Source: an optimization exercise on an open RTL-to-GDS flow (aim: small area). Production flows keep margins and buffers that such runs may drop. In this exercise RTL edits were held to simulation tests only and were not proved equivalent to the original. The clock input has no modelled driver; a real chip could not lean on it and would need a root buffer or a full tree. No activity file was given, so power comes from the tool's default toggle rates.

== v6 ==
==> flow/design.v <==
module dianti_top(
	input		clk,
	input		rst,
	input		kin1,
	input		kin2,
	input		kin3,
	input		kin4,
	input		kin1_up,
	input		kin2_up,
	input		kin2_down,
	input		kin3_up,
	input		kin3_down,
	input		kin4_down,
	output	[7:0]	led,
	output	reg [3:0]	pos,
	output	[7:0]	seg
	);
	wire [9:0] kin = {kin4_down,kin3_down,kin3_up,kin2_down,kin2_up,kin1_up,kin4,kin3,kin2,kin1};
	reg [9:0] s1, s2;
	always @(posedge clk or posedge rst)
		if (rst) s1 <= 10'd0; else s1 <= kin;
	always @(posedge clk) s2 <= s1;	 
	wire p1 = s1[0]^s2[0], p2 = s1[1]^s2[1], p3 = s1[2]^s2[2], p4 = s1[3]^s2[3];
	wire p1u = s1[4]^s2[4], p2u = s1[5]^s2[5], p2d = s1[6]^s2[6], p3u = s1[7]^s2[7];
	wire p3d = s2[8], p4d = s2[9];
	localparam FL = 2'd0, OP = 2'd3, RD = 2'd1, MV = 2'd2;
	reg [1:0] f, k;
	reg d;
	reg r1, r1u, r2, r2u, r2d, r3, r3u, r3d, r4, r4d;
	wire [3:0] fo = 4'b1 << f;
	wire io = k == OP;
	wire kfl = k == FL;
	wire krd = k == RD;
	wire kmv = k == MV;
	always @(posedge clk or posedge rst)
		if (rst) {r1, r1u, r2, r2u, r2d, r3, r3u, r3d, r4, r4d} <= 10'd0;
		else begin
			r1  <= p1  | (r1  & ~(fo[0] & io));
			r1u <= p1u | (r1u & ~(fo[0] & krd));
			r2  <= p2  | (r2  & ~(fo[1] & io));
			r2u <= p2u | (r2u & ~(fo[1] & krd & d));
			r2d <= p2d | (r2d & ~(fo[1] & krd & ~d));
			r3  <= p3  | (r3  & ~(fo[2] & io));
			r3u <= p3u | (r3u & ~(fo[2] & krd & d));
			r3d <= p3d | (r3d & ~(fo[2] & krd & ~d));
			r4  <= p4  | (r4  & ~(fo[3] & io));
			r4d <= p4d | (r4d & ~(fo[3] & krd));
		end
	wire q1 = r1 | r1u, q2 = r2 | r2u | r2d, q3 = r3 | r3u | r3d, q4 = r4 | r4d;
	wire rf  = fo[0]&r1 | fo[1]&r2 | fo[2]&r3 | fo[3]&r4;
	wire rfu = fo[0]&r1u | fo[1]&r2u | fo[2]&r3u;
	wire rfd = fo[1]&r2d | fo[2]&r3d | fo[3]&r4d;
	wire ab = fo[0]&(q2|q3|q4) | fo[1]&(q3|q4) | fo[2]&q4;
	wire be = fo[1]&q1 | fo[2]&(q1|q2) | fo[3]&(q1|q2|q3);
	wire cu = rf | rfu, cd = rf | rfd;
	wire dop = fo[0] | (~fo[3] & d);
	reg [10:0] cnt;
	always @(posedge clk) cnt <= (io | kmv) ? {cnt[9:0], cnt[10] ^ cnt[1]} : 11'd174;
	wire openDone = &{cnt[10], ~cnt[9], cnt[8], ~cnt[7], ~cnt[5], ~cnt[4], cnt[3], ~cnt[1], cnt[0]};	 
	wire moveDone = &{cnt[9], cnt[7], cnt[3], cnt[2], cnt[0]};					 
	wire k1 = &{~cnt[10], ~cnt[9], ~cnt[7], cnt[6], cnt[4], cnt[2], ~cnt[1], cnt[0]};		 
	wire k952 = &{~cnt[8], cnt[7], cnt[6], cnt[5], cnt[3], ~cnt[2], ~cnt[1], cnt[0]};		 
	wire fc = cnt[10];	 
	reg g;
	always @(posedge clk) g <= ~io | k952 | (g & ~k1);
	wire doorOpen = ~g;
	always @(posedge clk or posedge rst)
		if (rst) begin f <= 2'd0; k <= FL; d <= 1'b0; end
		else case (k)
			FL: if (rf) begin k <= OP; d <= dop; end
				else if (d) begin
					if (rfu) begin k <= OP; d <= 1'b1; end else if (ab) begin k <= MV; d <= 1'b1; end
					else if (rfd) begin k <= OP; d <= 1'b0; end else if (be) begin k <= MV; d <= 1'b0; end
				end else begin
					if (rfd) begin k <= OP; d <= 1'b0; end else if (be) begin k <= MV; d <= 1'b0; end
					else if (rfu) begin k <= OP; d <= 1'b1; end else if (ab) begin k <= MV; d <= 1'b1; end
				end
			OP: if (openDone) k <= RD;
			RD: if (d) begin
					if (ab) k <= MV; else if (fo[2] & rfd) begin k <= OP; d <= 1'b0; end
					else if (be) begin k <= MV; d <= 1'b0; end else if (cu) k <= OP;
				end else begin
					if (be) k <= MV; else if (ab) begin k <= MV; d <= 1'b1; end else if (cd) k <= OP;
				end
			MV: if (moveDone) begin k <= FL; f <= d ? f + 2'd1 : f - 2'd1; end
		endcase
	reg [3:0] nib;
	always @(*)
		case (f)
			2'd0: nib = kfl ? 4'd0 : io ? 4'd1 : krd ? 4'd2 : 4'd3;
			2'd1: nib = kfl ? 4'd4 : io ? (d ? 4'd5 : 4'd7) : krd ? (d ? 4'd6 : 4'd8) : (d ? 4'd9 : 4'd10);
			2'd2: nib = kfl ? 4'd11 : io ? (d ? 4'd12 : 4'd14) : krd ? (d ? 4'd13 : 4'd15) : (d ? 4'd0 : 4'd1);
			default: nib = kfl ? 4'd2 : io ? 4'd3 : krd ? 4'd4 : 4'd5;
		endcase
	wire [1:0] fl = (kfl & fc) ? (d ? f - 2'd1 : f + 2'd1) : f;
	reg la, ledr;
	reg [1:0] lf;
	always @(posedge clk or posedge rst)
		if (rst) la <= 1'b0;
		else if (!la) la <= p1 | p1u | p2 | p2u | p2d | p3 | p3u | p3d | p4 | p4d;
		else if (lf == fl) la <= 1'b0;
	always @(posedge clk)
		if (!la) lf <= (p4 | p4d) ? 2'd3 : (p1 | p1u) ? 2'd0 : (p3 | p3u | p3d) ? 2'd2 : 2'd1;
	always @(posedge clk or posedge rst)
		if (rst) ledr <= 1'b0; else ledr <= la;
	assign led = {8{ledr}};
	wire sel0 = pos[3] | ~|pos[2:0];
	reg mu, md;
	always @(posedge clk) if (sel0) begin mu <= kmv & d; md <= kmv & ~d; end
	reg seen;
	always @(posedge clk or posedge rst)
		if (rst) seen <= 1'b0; else if (pos[1]) seen <= seen | io;
	wire [3:0] dn = {seen, seen, seen & ~doorOpen, doorOpen};
	wire [3:0] rn = {1'b1, ~mu & ~md, mu | md, md};
	wire [3:0] fn = {1'b0, fl == 2'd3, fl[0] ^ fl[1], ~fl[0]};
	reg [3:0] dataP;
	always @(posedge clk or posedge rst)
		if (rst) begin pos <= 4'd0; dataP <= 4'd0; end
		else begin
			pos <= {pos[2:0], sel0};
			dataP <= sel0 ? dn : pos[0] ? nib : pos[1] ? rn : fn;
		end
	reg [6:0] sg;
	always @(*)
		case (dataP)
			4'd0: sg = 7'b011_1111;
			4'd1: sg = 7'b000_0110;
			4'd2: sg = 7'b101_1011;
			4'd3: sg = 7'b100_1111;
			4'd4: sg = 7'b110_0110;
			4'd5: sg = 7'b110_1101;
			4'd6: sg = 7'b111_1101;
			4'd7: sg = 7'b000_0111;
			4'd8: sg = 7'b111_1111;
			4'd9: sg = 7'b110_1111;
			4'd10: sg = 7'b011_1110;
			4'd11: sg = 7'b101_1110;
			4'd12: sg = 7'b100_0000;
			4'd13: sg = 7'b111_0011;
			4'd14: sg = 7'b011_1001;
			default: sg = 7'b000_1000;
		endcase
	assign seg = {1'b0, sg};
endmodule
clock: 6.0 ns
lec_check: 0
cap_margin: 20
core_margin: 2
core_utilization: 40
cts_buf_list: sky130_fd_sc_hd__clkbuf_16
cts_cluster_diameter: 500
cts_cluster_size: 100
slew_margin: 20
run.sh (not shown) runs the stock make flow with config.mk's settings and CLKGATE_MAP_FILE= SYNTH_SCRIPT=/design/flow/synth_recipe.tcl, a recipe that flattens the netlist after the stock synthesis.
#### Input delta (v7 over v6)
- CTS_CLUSTER_SIZE changed from 100 to 64
- CTS_CLUSTER_DIAMETER changed from 500 to 200
- CTS_BUF_LIST changed from sky130_fd_sc_hd__clkbuf_16 to sky130_fd_sc_hd__clkbuf_8
Comparing v6 with v7, the vias after detailed routing came out essentially unchanged.
v6 has a lower proportion of cell area occupied by multi-input gates than v7.
Any difference in cell count after synthesis between v6 and v7 is small enough to ignore.

---

RTL: the design.v shown in full above, as it stands there.
clock: 6.0 ns
lec_check: 0
cap_margin: 20
core_margin: 2
core_utilization: 40
slew_margin: 20
buffer_ports_args: -buffer_cell sky130_fd_sc_hd__buf_1
standard.sh (not shown) runs the stock make flow with config.mk's settings and CLKGATE_MAP_FILE= SYNTH_SCRIPT=/design/flow/synth_recipe.tcl, a recipe that flattens the netlist after the stock synthesis.
==> flow/flow/run.sh <==
#!/bin/bash
# Layout flow: the standard synthesis, then the combinational logic re-mapped
# for area by ABC (registers untouched), small port buffers, and a single-buffer
# clock tree. Every tool's output goes to a log_*.txt file in this folder.
set -euo pipefail
W=$PWD
R=$W/orfs/results/$FLOW_PLATFORM/dianti_top/base
LIB=$FLOW_HOME/platforms/sky130hd/lib/sky130_fd_sc_hd__tt_025C_1v80.lib
DONT_USE="-dont_use sky130_fd_sc_hd__lpflow_bleeder_1 -dont_use sky130_fd_sc_hd__lpflow_clkbufkapwr_1 -dont_use sky130_fd_sc_hd__lpflow_clkbufkapwr_16 -dont_use sky130_fd_sc_hd__lpflow_clkbufkapwr_2 -dont_use sky130_fd_sc_hd__lpflow_clkbufkapwr_4 -dont_use sky130_fd_sc_hd__lpflow_clkbufkapwr_8 -dont_use sky130_fd_sc_hd__lpflow_clkinvkapwr_1 -dont_use sky130_fd_sc_hd__lpflow_clkinvkapwr_16 -dont_use sky130_fd_sc_hd__lpflow_clkinvkapwr_2 -dont_use sky130_fd_sc_hd__lpflow_clkinvkapwr_4 -dont_use sky130_fd_sc_hd__lpflow_clkinvkapwr_8 -dont_use sky130_fd_sc_hd__lpflow_decapkapwr_12 -dont_use sky130_fd_sc_hd__lpflow_decapkapwr_3 -dont_use sky130_fd_sc_hd__lpflow_decapkapwr_4 -dont_use sky130_fd_sc_hd__lpflow_decapkapwr_6 -dont_use sky130_fd_sc_hd__lpflow_decapkapwr_8 -dont_use sky130_fd_sc_hd__lpflow_inputiso0n_1 -dont_use sky130_fd_sc_hd__lpflow_inputiso0p_1 -dont_use sky130_fd_sc_hd__lpflow_inputiso1n_1 -dont_use sky130_fd_sc_hd__lpflow_inputiso1p_1 -dont_use sky130_fd_sc_hd__lpflow_inputisolatch_1 -dont_use sky130_fd_sc_hd__lpflow_isobufsrc_1 -dont_use sky130_fd_sc_hd__lpflow_isobufsrc_16 -dont_use sky130_fd_sc_hd__lpflow_isobufsrc_2 -dont_use sky130_fd_sc_hd__lpflow_isobufsrc_4 -dont_use sky130_fd_sc_hd__lpflow_isobufsrc_8 -dont_use sky130_fd_sc_hd__lpflow_isobufsrckapwr_16 -dont_use sky130_fd_sc_hd__lpflow_lsbuf_lh_hl_isowell_tap_1 -dont_use sky130_fd_sc_hd__lpflow_lsbuf_lh_hl_isowell_tap_2 -dont_use sky130_fd_sc_hd__lpflow_lsbuf_lh_hl_isowell_tap_4 -dont_use sky130_fd_sc_hd__lpflow_lsbuf_lh_isowell_4 -dont_use sky130_fd_sc_hd__lpflow_lsbuf_lh_isowell_tap_1 -dont_use sky130_fd_sc_hd__lpflow_lsbuf_lh_isowell_tap_2 -dont_use sky130_fd_sc_hd__lpflow_lsbuf_lh_isowell_tap_4 -dont_use sky130_fd_sc_hd__probe_p_8 -dont_use sky130_fd_sc_hd__probec_p_8 "

cat >> config.mk <<'EOC'
export BUFFER_PORTS_ARGS = -buffer_cell sky130_fd_sc_hd__buf_1
EOC
[ -f flow/extra.mk ] && cat flow/extra.mk >> config.mk

bash standard.sh synth > log_synth.txt 2>&1
cp $R/1_2_yosys.v std_netlist.v

# re-map the combinational logic with several ABC scripts, keep the smallest
python3 flow/gen_cellmap.py $LIB std_netlist.v cellmap.v > log_cellmap.txt 2>&1
best=""; best_area=""
for s in flow/abc_*.script; do
  n=$(basename $s .script)
  cat > reopt_$n.ys <<EOY
read_liberty -lib $LIB
read_verilog std_netlist.v
hierarchy -top $FLOW_TOP
techmap -map cellmap.v
techmap
opt -fast
abc -script $W/$s -liberty $LIB $DONT_USE -D 6000
opt_clean -purge
hilomap -singleton -hicell sky130_fd_sc_hd__conb_1 HI -locell sky130_fd_sc_hd__conb_1 LO
splitnets
opt_clean -purge
insbuf -buf sky130_fd_sc_hd__buf_4 A X
tee -o stat_$n.txt stat -liberty $LIB
write_verilog -noattr -nohex -nodec net_$n.v
EOY
  if ! timeout 600 yosys -s reopt_$n.ys > log_reopt_$n.txt 2>&1; then continue; fi
  a=$(grep "Chip area" stat_$n.txt | awk '{print $NF}')
  if [ -z "$best" ] || python3 -c "import sys; sys.exit(0 if $a < $best_area else 1)"; then best=$n; best_area=$a; fi
done
echo "best netlist: $best $best_area" > log_choice.txt
if [ -n "$best" ]; then
  cp net_$best.v $R/1_2_yosys.v
  rm -f $R/1_synth.odb
  bash standard.sh synth > log_synth_odb.txt 2>&1
fi

bash standard.sh place > log_place.txt 2>&1
# clock tree: four clkbuf_8 fed by the clock port, each driving a quarter of the registers
bash standard.sh run RUN_SCRIPT=$W/flow/cts.tcl RUN_LOG_NAME_STEM=4_1_cts_my > log_cts.txt 2>&1
bash standard.sh finish > log_layout.txt 2>&1
==> flow/flow/cts.tcl <==
proc my_split_clock { clkname bufmaster nx ny } {
  set block [ord::get_db_block]
  set db [ord::get_db]
  set clknet [$block findNet $clkname]
  set master [$db findMaster $bufmaster]
  set sinks {}
  foreach it [$clknet getITerms] {
    set i [$it getInst]
    set loc [$i getLocation]
    lappend sinks [list $it [lindex $loc 0] [lindex $loc 1]]
  }
  set sinks [lsort -integer -index 1 $sinks]
  set n [llength $sinks]
  set groups {}
  for {set a 0} {$a < $nx} {incr a} {
    set lo [expr {$a * $n / $nx}]; set hi [expr {($a + 1) * $n / $nx - 1}]
    set col [lsort -integer -index 2 [lrange $sinks $lo $hi]]
    set m [llength $col]
    for {set b 0} {$b < $ny} {incr b} {
      set lo2 [expr {$b * $m / $ny}]; set hi2 [expr {($b + 1) * $m / $ny - 1}]
      lappend groups [lrange $col $lo2 $hi2]
    }
  }
  set k 0
  foreach g $groups {
    set inst [odb::dbInst_create $block $master clkbuf_leaf_$k]
    set net [odb::dbNet_create $block clk_leaf_$k]
    $net setSigType CLOCK
    set sx 0; set sy 0
    foreach s $g {
      set it [lindex $s 0]
      $it disconnect
      $it connect $net
      set sx [expr {$sx + [lindex $s 1]}]; set sy [expr {$sy + [lindex $s 2]}]
    }
    [$inst findITerm A] connect $clknet
    [$inst findITerm X] connect $net
    $inst setLocation [expr {$sx / [llength $g]}] [expr {$sy / [llength $g]}]
    $inst setPlacementStatus PLACED
    incr k
  }
}

utl::set_metrics_stage "cts__{}"
source $::env(SCRIPTS_DIR)/load.tcl
erase_non_stage_variables cts
load_design 3_place.odb 3_place.sdc

my_split_clock clk sky130_fd_sc_hd__clkbuf_8 2 2
set_propagated_clock [all_clocks]

estimate_parasitics -placement
set_placement_padding -global \
  -left $::env(CELL_PAD_IN_SITES_DETAIL_PLACEMENT) \
  -right $::env(CELL_PAD_IN_SITES_DETAIL_PLACEMENT)
detailed_placement
estimate_parasitics -placement
repair_timing_helper
detailed_placement
check_placement -verbose
report_clock_skew
report_worst_slack -min
report_worst_slack -max
report_metrics 4 "cts final"
orfs_write_db $::env(RESULTS_DIR)/4_1_cts.odb
orfs_write_sdc $::env(RESULTS_DIR)/4_cts.sdc
Other scripts of this flow, unchanged in this note and not shown: flow/flow/abc_s3.script, flow/flow/abc_s4.script, flow/flow/abc_s9.script, flow/flow/gen_cellmap.py
The first run completed without violations.
Next try:
--- a/flow/flow/run.sh
+++ b/flow/flow/run.sh
@@ -50,5 +50,2 @@
 
-bash standard.sh place > log_place.txt 2>&1
-# clock tree: four clkbuf_8 fed by the clock port, each driving a quarter of the registers
-bash standard.sh run RUN_SCRIPT=$W/flow/cts.tcl RUN_LOG_NAME_STEM=4_1_cts_my > log_cts.txt 2>&1
 bash standard.sh finish > log_layout.txt 2>&1
removed: flow/flow/cts.tcl
Outcome: Routed wire length went up by a few percent. Register-to-register slack hardly moves. Total power went up by about a fifth.
The clock cells of the first run of this note come from the design's own scripts or RTL, not from TritonCTS.

==> port drivers added, routing unchanged <==
The results above use ideal ports. As a check the final layouts listed here were re-extracted and re-timed, cells and wires unchanged.
Step 1 (the two cells are an assumption about what drives the block):
set clk [get_ports {clk}]
set_driving_cell -lib_cell sky130_fd_sc_hd__clkbuf_16 $clk
set_driving_cell -lib_cell sky130_fd_sc_hd__buf_2 [delete_from_list [all_inputs] $clk]
Step 2 moves the port delays by t, midway between the first and last clock arrival at a register: inputs arrive t later, outputs are due t later. That takes back most of the time a late clock gives input paths.
Slacks: no drivers / after step 1 / after step 2; pairs: no drivers / after step 1.
| run | shift t [ns] | setup WS [ns] | hold WS [ns] | latest minus earliest clock arrival (ns) | worst data-port slew with drivers (ns) |
|---|---|---|---|---|---|
| v6 | 0.361 | 2.659 / 2.627 / 2.988 | 0.336 / 0.336 / 0.336 | 0.008 / 0.009 | 0.04 |
| v7 | 0.362 | 2.652 / 2.624 / 2.986 | 0.335 / 0.335 / 0.335 | 0.012 / 0.011 | 0.04 |
| the first run of note 2 | 0.205 | 3.088 / 3.088 / 3.088 | 0.347 / 0.347 / 0.347 | 0.009 / 0.008 | 0.03 |
| the second run of note 2 | 0.360 | 3.089 / 3.063 / 3.103 | 0.344 / 0.344 / 0.344 | 0.012 / 0.012 | 0.03 |
After both steps every run listed still meets setup and hold.
